This is an optimization exercise on Yosys and OpenROAD, whose aim is a short achievable clock period and few clock cycles, not a production implementation. The RTL was checked by simulation tests, not by an equivalence proof against the original design.

==> flow/design.v <==
module mux2x1(
    input [31:0]x,z,
    input sel,
    output [31:0]y
  );
assign y = (sel == 0)? x : z;
endmodule
module mux2x1_4bit(
    input [3:0]x,z,
    input sel,
    output [3:0]y
);
assign y = (sel == 0)? x : z;
endmodule
module mux3x1 (
    input  [31:0] in0,    
    input  [31:0] in1,    
    input  [31:0] in2,    
    input  [1:0]  sel,    
    output [31:0] out
    );
assign out = (sel == 2'b00) ? in0 :
             (sel == 2'b01) ? in1 :
             (sel == 2'b10) ? in2 :
             32'b0;  
endmodule
module program_counter(
    input [31:0]pcnext,
    input clk,rst,
    output reg [31:0]pc
);
always@(posedge clk)
begin
    if(rst)
        pc <= 32'd0;
    else
        pc <= pcnext;
end
endmodule
module pc_plus4(
    input [31:0] pc,
    output [31:0] pcplus4
);
assign pcplus4 = pc + 1;  
endmodule
module instruction_decode(
    input [31:0]instruction,
    output [3:0]RS1,RS2,RD,ra
);
assign RS1 = instruction[21:18];
assign RS2 = instruction[17:14];
assign RD  = instruction[25:22];
assign ra  = 4'd15;
endmodule
module immediate_generator(
    input [31:0]pc,instruction,
    input isCall,
    output reg [31:0]immx,branch_target
);
always @(*)
begin
    if(isCall)
        branch_target =  {{5{instruction[26]}}, instruction[26:0]};
    else
        branch_target = pc + {{5{instruction[26]}}, instruction[26:0]};
    case(instruction[17:16])
    2'b01   : immx = {16'b0, instruction[15:0]};
    2'b10   : immx = {instruction[15:0], 16'b0};
    2'b00   : immx = {{16{instruction[15]}},instruction[15:0]};
    default : immx = {16'b0, instruction[15:0]};
    endcase
end
endmodule
module control_unit(
    input [31:0]instruction,
    output reg isRet,isSt,isWb,isImmediate,isBeq,isBgt,isUbranch,isLd,isCall,isCmp,
    output [13:0]alusignals
);
assign alusignals = instruction[31:18];
always @(*)
begin
    isCmp = (instruction[31:27] == 5'b00101);
    case(instruction[31:27])
    5'b00000,5'b00001,5'b00010,5'b00011,5'b00100,5'b00110,5'b00111,5'b01000,5'b01001,5'b01010,5'b01011,5'b01100:{isRet,isSt,isWb,isBeq,isBgt,isUbranch,isLd,isCall}=8'b00100000;
    5'b01110 : {isRet,isSt,isWb,isBeq,isBgt,isUbranch,isLd,isCall}=8'b00100010;
    5'b01111 : {isRet,isSt,isWb,isBeq,isBgt,isUbranch,isLd,isCall}=8'b01000000;
    5'b10000 : {isRet,isSt,isWb,isBeq,isBgt,isUbranch,isLd,isCall}=8'b00010000;
    5'b10001 : {isRet,isSt,isWb,isBeq,isBgt,isUbranch,isLd,isCall}=8'b00001000;
    5'b10010 : {isRet,isSt,isWb,isBeq,isBgt,isUbranch,isLd,isCall}=8'b00000100;
    5'b10011 : {isRet,isSt,isWb,isBeq,isBgt,isUbranch,isLd,isCall}=8'b00100101;
    5'b10100 : {isRet,isSt,isWb,isBeq,isBgt,isUbranch,isLd,isCall}=8'b10000100;
    default  : {isRet,isSt,isWb,isBeq,isBgt,isUbranch,isLd,isCall}=8'b00000000;
    endcase
    if(instruction[26]==1)
        isImmediate = 1'b1;
    else
        isImmediate = 1'b0;
end
endmodule
module register__file(
    input clk,isWb,
    input [3:0]rs1,rs2,rd_ra,
    input [31:0]data,
    output  [31:0]rd1,rd2
);
reg [31:0]register[15:0];
assign rd1 = register[rs1];
assign rd2 = register[rs2];
always @(posedge clk)
begin
     if(isWb)
        begin
            register[rd_ra] <= data;  
        end
end
endmodule
module ALU(
    input [31:0]a,b,
    input [13:0]alusignals,
    output reg [31:0]result,
    output reg [1:0]flags 
);
always @(*)
begin
    flags = 2'b00;
    if(a==b)
        flags = 2'b01;
    else if(a>b)
        flags = 2'b10;
    case(alusignals[13:9])
    5'b00000 , 5'b01111,5'b01110: result = a+b;   
    5'b00001: result = a-b;  
    5'b00010: result = a * b;  
    5'b00011: result = (b == 32'd0) ? 32'hFFFFFFFF : a/b;  
    5'b00100: result = (b == 32'd0) ? a : a % b;  
    5'b00110 : result = a & b ;  
    5'b00111 : result =  a| b ;  
    5'b01000 : result = ~b ;  
    5'b01001 : result = b;  
    5'b01010: result = a << b;  
    5'b01011: result = a >> b;   
    5'b01100: result = $unsigned($signed(a) >>> b);  
    default : result = 32'd0;
    endcase
end
endmodule
module flag(
    input clk,rst,
    input isCmp,
    input [1:0]flags_in,
    output reg GT_flag,
    output reg EQ_flag
);
always @(posedge clk)
begin
    if(rst)
    begin
        GT_flag <= 1'b0;
        EQ_flag <= 1'b0;
    end
    else if(isCmp)
    begin
        GT_flag <= flags_in[1];
        EQ_flag <= flags_in[0];
    end
end
endmodule
module branch_unit(
    input EQ_flag,GT_flag,isBgt,isBeq,isUbranch,
    output isBranchtaken
   );
wire w1,w2;
and a1(w1,EQ_flag,isBeq);
and a2(w2,GT_flag,isBgt);
or o1(isBranchtaken,w1,w2,isUbranch);
endmodule
module simplerisc_core (
    input         clk,
    input         rst,
    output [31:0] imem_addr,
    input  [31:0] imem_rdata,
    output        dmem_re,
    output        dmem_we,
    output [31:0] dmem_addr,
    output [31:0] dmem_wdata,
    input  [31:0] dmem_rdata
);
wire [31:0]pcplus4_top,pc_next_top,pc_top,instruction_top,immx_top,branch_target_top,rd1_top,rd2_top,b_top,alu_result_top,pc_branch_top,data_top;
wire [3:0]RS1_top,RS2_top,RD_top,ra_top,rs1_ra_top,rs2_rd_top,rd_ra_top;
wire isbranchtaken_top,isRet_top,isSt_top,isWb_top,isImmediate_top,isBeq_top,isBgt_top,isUbranch_top,isLd_top,isCall_top,isCmp_top,GT_flag_top,EQ_flag_top;
wire [13:0]alusignals_top;
wire [1:0]flags_top;
assign instruction_top = imem_rdata;
mux2x1 m1(
    .x(pcplus4_top),
    .z(pc_branch_top),
    .sel(isbranchtaken_top),
    .y(pc_next_top)
    );
program_counter pc1(
        .clk(clk),
        .rst(rst),
        .pcnext(pc_next_top),
        .pc(pc_top)
        );
pc_plus4 pc41(
        .pc(pc_top),
        .pcplus4(pcplus4_top)
        );
instruction_decode id1(
        .instruction(instruction_top),
        .RS1(RS1_top),
        .RS2(RS2_top),
        .RD(RD_top),
        .ra(ra_top)
        );
immediate_generator ig1(
        .isCall(isCall_top),
        .pc(pc_top),
        .instruction(instruction_top),
        .immx(immx_top),
        .branch_target(branch_target_top)
        );
mux2x1 m6(
        .x(branch_target_top),
        .z(rd1_top),
        .sel(isRet_top),
        .y(pc_branch_top)
        );
control_unit cu1(
    .instruction(instruction_top) ,
    .isRet(isRet_top),
    .isSt(isSt_top),
    .isWb(isWb_top),
    .isImmediate(isImmediate_top),
    .alusignals(alusignals_top),
    .isBeq(isBeq_top),
    .isBgt(isBgt_top),
    .isUbranch(isUbranch_top),
    .isLd(isLd_top),
    .isCall(isCall_top),
    .isCmp(isCmp_top)
    );
mux2x1_4bit m2(
        .x(RS1_top),
        .z(4'd15),
        .sel(isRet_top),
        .y(rs1_ra_top)
        );
mux2x1_4bit m3(
        .x(RS2_top),
        .z(RD_top),
        .sel(isSt_top),
        .y(rs2_rd_top)
        );
mux2x1_4bit m4(
        .x(RD_top),
        .z(ra_top),
        .sel(isCall_top),
        .y(rd_ra_top)
        );
register__file rf1(
        .clk(clk),
        .rs1(rs1_ra_top),
        .rs2(rs2_rd_top),
        .rd_ra(rd_ra_top),
        .isWb(isWb_top & ~rst),
        .data(data_top),
        .rd1(rd1_top),
        .rd2(rd2_top)
        );
mux2x1 m5(
        .x(rd2_top),
        .z(immx_top),
        .sel(isImmediate_top),
        .y(b_top)
        );
ALU alu1(
        .a(rd1_top),
        .b(b_top),
        .alusignals(alusignals_top),
        .result(alu_result_top),
        .flags(flags_top)
        );
flag f1(
        .clk(clk),
        .rst(rst),
        .isCmp(isCmp_top),
        .flags_in(flags_top),
        .GT_flag(GT_flag_top),
        .EQ_flag(EQ_flag_top)
        );
branch_unit bu1(
        .EQ_flag(EQ_flag_top),
        .GT_flag(GT_flag_top),
        .isBgt(isBgt_top),
        .isBeq(isBeq_top),
        .isUbranch(isUbranch_top),
        .isBranchtaken(isbranchtaken_top)
        );
mux3x1 m7(
        .in0(alu_result_top),
        .in1(dmem_rdata),
        .in2(pcplus4_top),
        .sel({isCall_top,isLd_top}),
        .out(data_top)
         );
assign imem_addr  = pc_top;
assign dmem_re    = isLd_top & ~rst;
assign dmem_we    = isSt_top & ~rst;
assign dmem_addr  = alu_result_top;
assign dmem_wdata = rd2_top;
endmodule
==> flow/run.sh <==
#!/bin/bash
# synth_recipe.tcl (not shown) runs the flow's synth.tcl, then flattens the netlist and writes it again
# the make line also repeats each setting of config.mk as NAME=value (left out here)
make -C /OpenROAD-flow-scripts/flow DESIGN_CONFIG=/design/flow/config.mk WORK_HOME=/design/flow/orfs CLKGATE_MAP_FILE= SYNTH_SCRIPT=/design/flow/synth_recipe.tcl finish
==> flow/config.mk <==
export PLATFORM = sky130hd
export DESIGN_NAME = simplerisc_core
export DESIGN_NICKNAME = simplerisc_core
export VERILOG_FILES = /design/flow/design.v
export SDC_FILE = /design/flow/constraint.sdc
export NUM_CORES = 4
export LEC_CHECK = 0
export CAP_MARGIN = 20
export CORE_MARGIN = 2
export CORE_UTILIZATION = 40
export SLEW_MARGIN = 20
==> flow/constraint.sdc <==
create_clock -name core_clock -period 140.0 [get_ports {clk}]
set_input_delay 28.0000 -clock core_clock [delete_from_list [all_inputs] [get_ports {clk}]]
set_output_delay 28.0000 -clock core_clock [all_outputs]
set_load 0.01 [all_outputs]
==> flow_summary.toml <==
[global_route]
gr-total-overflow = 0
grt_first_pass_wirelength_um = 671000
maximum_number_of_pins_on_one_net_before_global_route_repair = 98
grt_antenna_before_repair = 47
first_global_vias = 89110
track_usage = 0.4292

[timing]
finalSetupViolCount = 0
fmax_mhz = 7.334
setup_tns_ns = 0
worst_slew_pin_slew_ns = 1.315
fin_crit_sh = 0.9739
skew_ns = 0.05465
hold_slack_ns = 0.5096
setup_ws_ns = 3.653
period_minus_ws_final_ns = 136.35
finalHoldViolCount = 0
finalMaxSlewViolations = 0
relSlewSlack = 0.1141

[cells_and_area]
area_growth_syn_to_layout_pct = 14.93
design.final.nets = 12220
ratio_of_cells_with_drive_above_1_in_the_final_layout = 0.1369
finish.cell_count_without_fillers = 13850

[yosys]
yosys.cell_count.top_type = "sky130_fd_sc_hd__nand2_1"
netlist-cell-type-count = 115
synth-warning-count = 6
synth.net_count = 11840
synthesis.instances = 10570
synth_largest_area_cell = "sky130_fd_sc_hd__edfxtp_1"
synthesis.area_um2 = 84990
synth_edf_count = 512
post_synth_main_area_contributors = "sky130_fd_sc_hd__edfxtp_1 18%, sky130_fd_sc_hd__ha_1 12%, sky130_fd_sc_hd__fa_1 9.7%"
synthFlopType = "sky130_fd_sc_hd__edfxtp_1"
async_reset_ff_frac = 0
syn-mean-instance-area_um2 = 8.038
synth_commonest_cells = "1233 x sky130_fd_sc_hd__nand2_1, 963 x sky130_fd_sc_hd__nor2_1, 783 x sky130_fd_sc_hd__ha_1"
synth_seq_area_share = 0.1889
synth_seq_cells = 546
share_of_the_synthesized_area_in_the_top_cell_type = 0.1809

[floorplan]
fp.coreArea_um2 = 211700
floorplan.io_pins = 164
floorplan.initialDensity = 0.4015
row_count = 169
overall_die_width_um = 464.9
die_area_um2 = 216200
die_height_um = 464.9

[setup_path]
cp.required_ns = 112.00
crit_path_max_incr_delay_ns = 0.73
critPathArrivalTime_ns = 108.35
setup.worst_path.class = "in -> out"
cp_max_fo = 57
startpoint_type = "input port"
path_common_cell = "sky130_fd_sc_hd__o21a_1"
endpoint_type_of_the_worst_setup_path = "output port"
crit_path_top_delay_cell = "sky130_fd_sc_hd__a32oi_1"

[drt]
overall_via_count_from_detail_route = 94470
dr_wl_met2_um = 199000
drt_pre_antenna_iters = 6
initialDrtViolationCount = 13650
met3_wirelength_um = 64250
top_metal_used = "met5"
drt-wirelength-per-cell_um = 35.17
viasPerCell = 6.822
routedLengthMet1_um = 174500
drt_drc_violations_left = 0
totalWireLength_um = 487100
drt.antenna.violating_nets = 0

[clocking]
cts_buffer_depth = 3
holdBufCountCts = 0
ctsRootBufferMaster = "sky130_fd_sc_hd__clkbuf_16"
clock_tree_from_tritoncts = "yes"
clock-sinks = 546
num_cts_buffers = 52
htree_num_levels = 2
clkLatencyLatePin_ns = 0.70
clk_pin_slew_worst_paths_ns = 0.08

[place]
dpl.hpwl_um = 356900
place.gp.congestion = 1.101
post-place-ws_ns = -2.512
dp.cells = 13620
placement.io_buffers = 163

[status]
run_status = "complete, no violations"

[flow_run]
cap_viol_max_count = 0

[min_path]
hold_class = "reg -> reg"
## cell type report
class,count,area (µm²)
timing repair buffer,937,8029
clock inverter,30,274.0
clock buffer,66,1374
antenna,22,55.05
inverter,770,2899
fill,20900,114000
tap,2821,3530
sequential,546,16060
multi-input combinational,8656,65460
## flip-flops by register name, summed over array words and instances, names as in the netlist
| signal | count |
|---|---|
| rf1.register | 512 |
| pc1.pc | 32 |
| f1.EQ_flag | 1 |
| f1.GT_flag | 1 |
## critical path, delay by kind of cell
kind,cells,cell delay (ns)
muxes,8,2.37
AOI/OAI and AO/OA,220,43.53
buffers and inverters,35,6.28
and+or+nand+nor,100,18.58
adders and majority gates,31,9.40
## kinds of logic (layout without fill, tap and decap cells)
logic type,after synthesis,in the layout,share of synthesized area
simple gates,3645,3649,0.1993
compound gates,2996,2996,0.2361
buf+inv,1376,1803,0.06413
fa+ha+maj,1195,1195,0.2123
flops,546,546,0.1889
xor+xnor,432,432,0.04452
mux,384,384,0.05479
other cells,0,22,0
## path summary, 6_finish.rpt
path | start | end | slack (ns) | cells past startpoint
min | f1.GT_flag | f1.GT_flag | 0.51 | 2
max reg2reg | rf1.register[8][13] | rf1.register[4][19] | 59.09 | 393
max | imem_rdata[31] | dmem_addr[30] | 3.65 | 394
min reg2reg | f1.GT_flag | f1.GT_flag | 0.51 | 2
## stage by stage
step / util / cell area, µm²
2_1_floorplan: - / 85080
4_1_cts: 0.4516 / 95580
5_1_grt: 0.4612 / 97620
3_3_place_gp: 0.4419 / 93530
6_report: 0.4615 / 97670
3_5_place_dp: 0.4420 / 93570
## per-layer routing
layer / global-route usage / vias up
li1: - / 39200
met1: 0.5185 / 45840
met2: 0.6279 / 7238
met3: 0.1408 / 2148
met4: 0.3352 / 46
met5: 0 / -
## timing repair
action / 4_1_cts / 5_1_grt
setup buffers: 15 / 76
pin swaps: 10 / 88
gates cloned: 2 / 10
gates resized for setup: 64 / 294
endpoints found under the setup margin: 32 / 32
## cells in the final DEF, fill, tap and decap left out, types with 177 or more instances in the layout
master,netlist,final
sky130_fd_sc_hd__fa_1,412,412
sky130_fd_sc_hd__o21ai_0,613,565
sky130_fd_sc_hd__xnor2_1,274,274
sky130_fd_sc_hd__o21a_1,198,194
sky130_fd_sc_hd__inv_1,751,743
sky130_fd_sc_hd__nor3_1,332,305
sky130_fd_sc_hd__mux2i_1,214,204
sky130_fd_sc_hd__nand2_1,1233,1221
sky130_fd_sc_hd__buf_4,22,717
sky130_fd_sc_hd__a21oi_1,686,643
sky130_fd_sc_hd__a211oi_1,230,203
sky130_fd_sc_hd__a21o_1,177,177
sky130_fd_sc_hd__edfxtp_1,512,512
sky130_fd_sc_hd__nor2_1,963,933
sky130_fd_sc_hd__ha_1,783,780
sky130_fd_sc_hd__nand3_1,247,241
Testbench counts, summed over its fixed seeds: cycles 36,062.

==> what the ideal ports hide <==
How much do the figures lean on ideal ports? The routed layout below was timed once more, with nothing changed but the port constraints. Step 1 assumes that a clkbuf_16 drives the clock port and a buf_2 every other input. Step 2 times the ports against the registers' clock, not the clock port: input delays grow and output delays shrink by t, the midpoint of the rising clock arrivals with the driver on. Slacks: ideal ports / drivers / drivers and shift; pairs: ideal ports / drivers.
t, ns: 0.740
setup WS [ns]: 3.653 / 3.626 / 3.626
slew at the worst register clock pin (ns): 0.08 / 0.08
After both steps this run still meets setup and hold. The setup slack of this run moves by -0.027 ns with the drivers and by -0.027 ns with both steps.
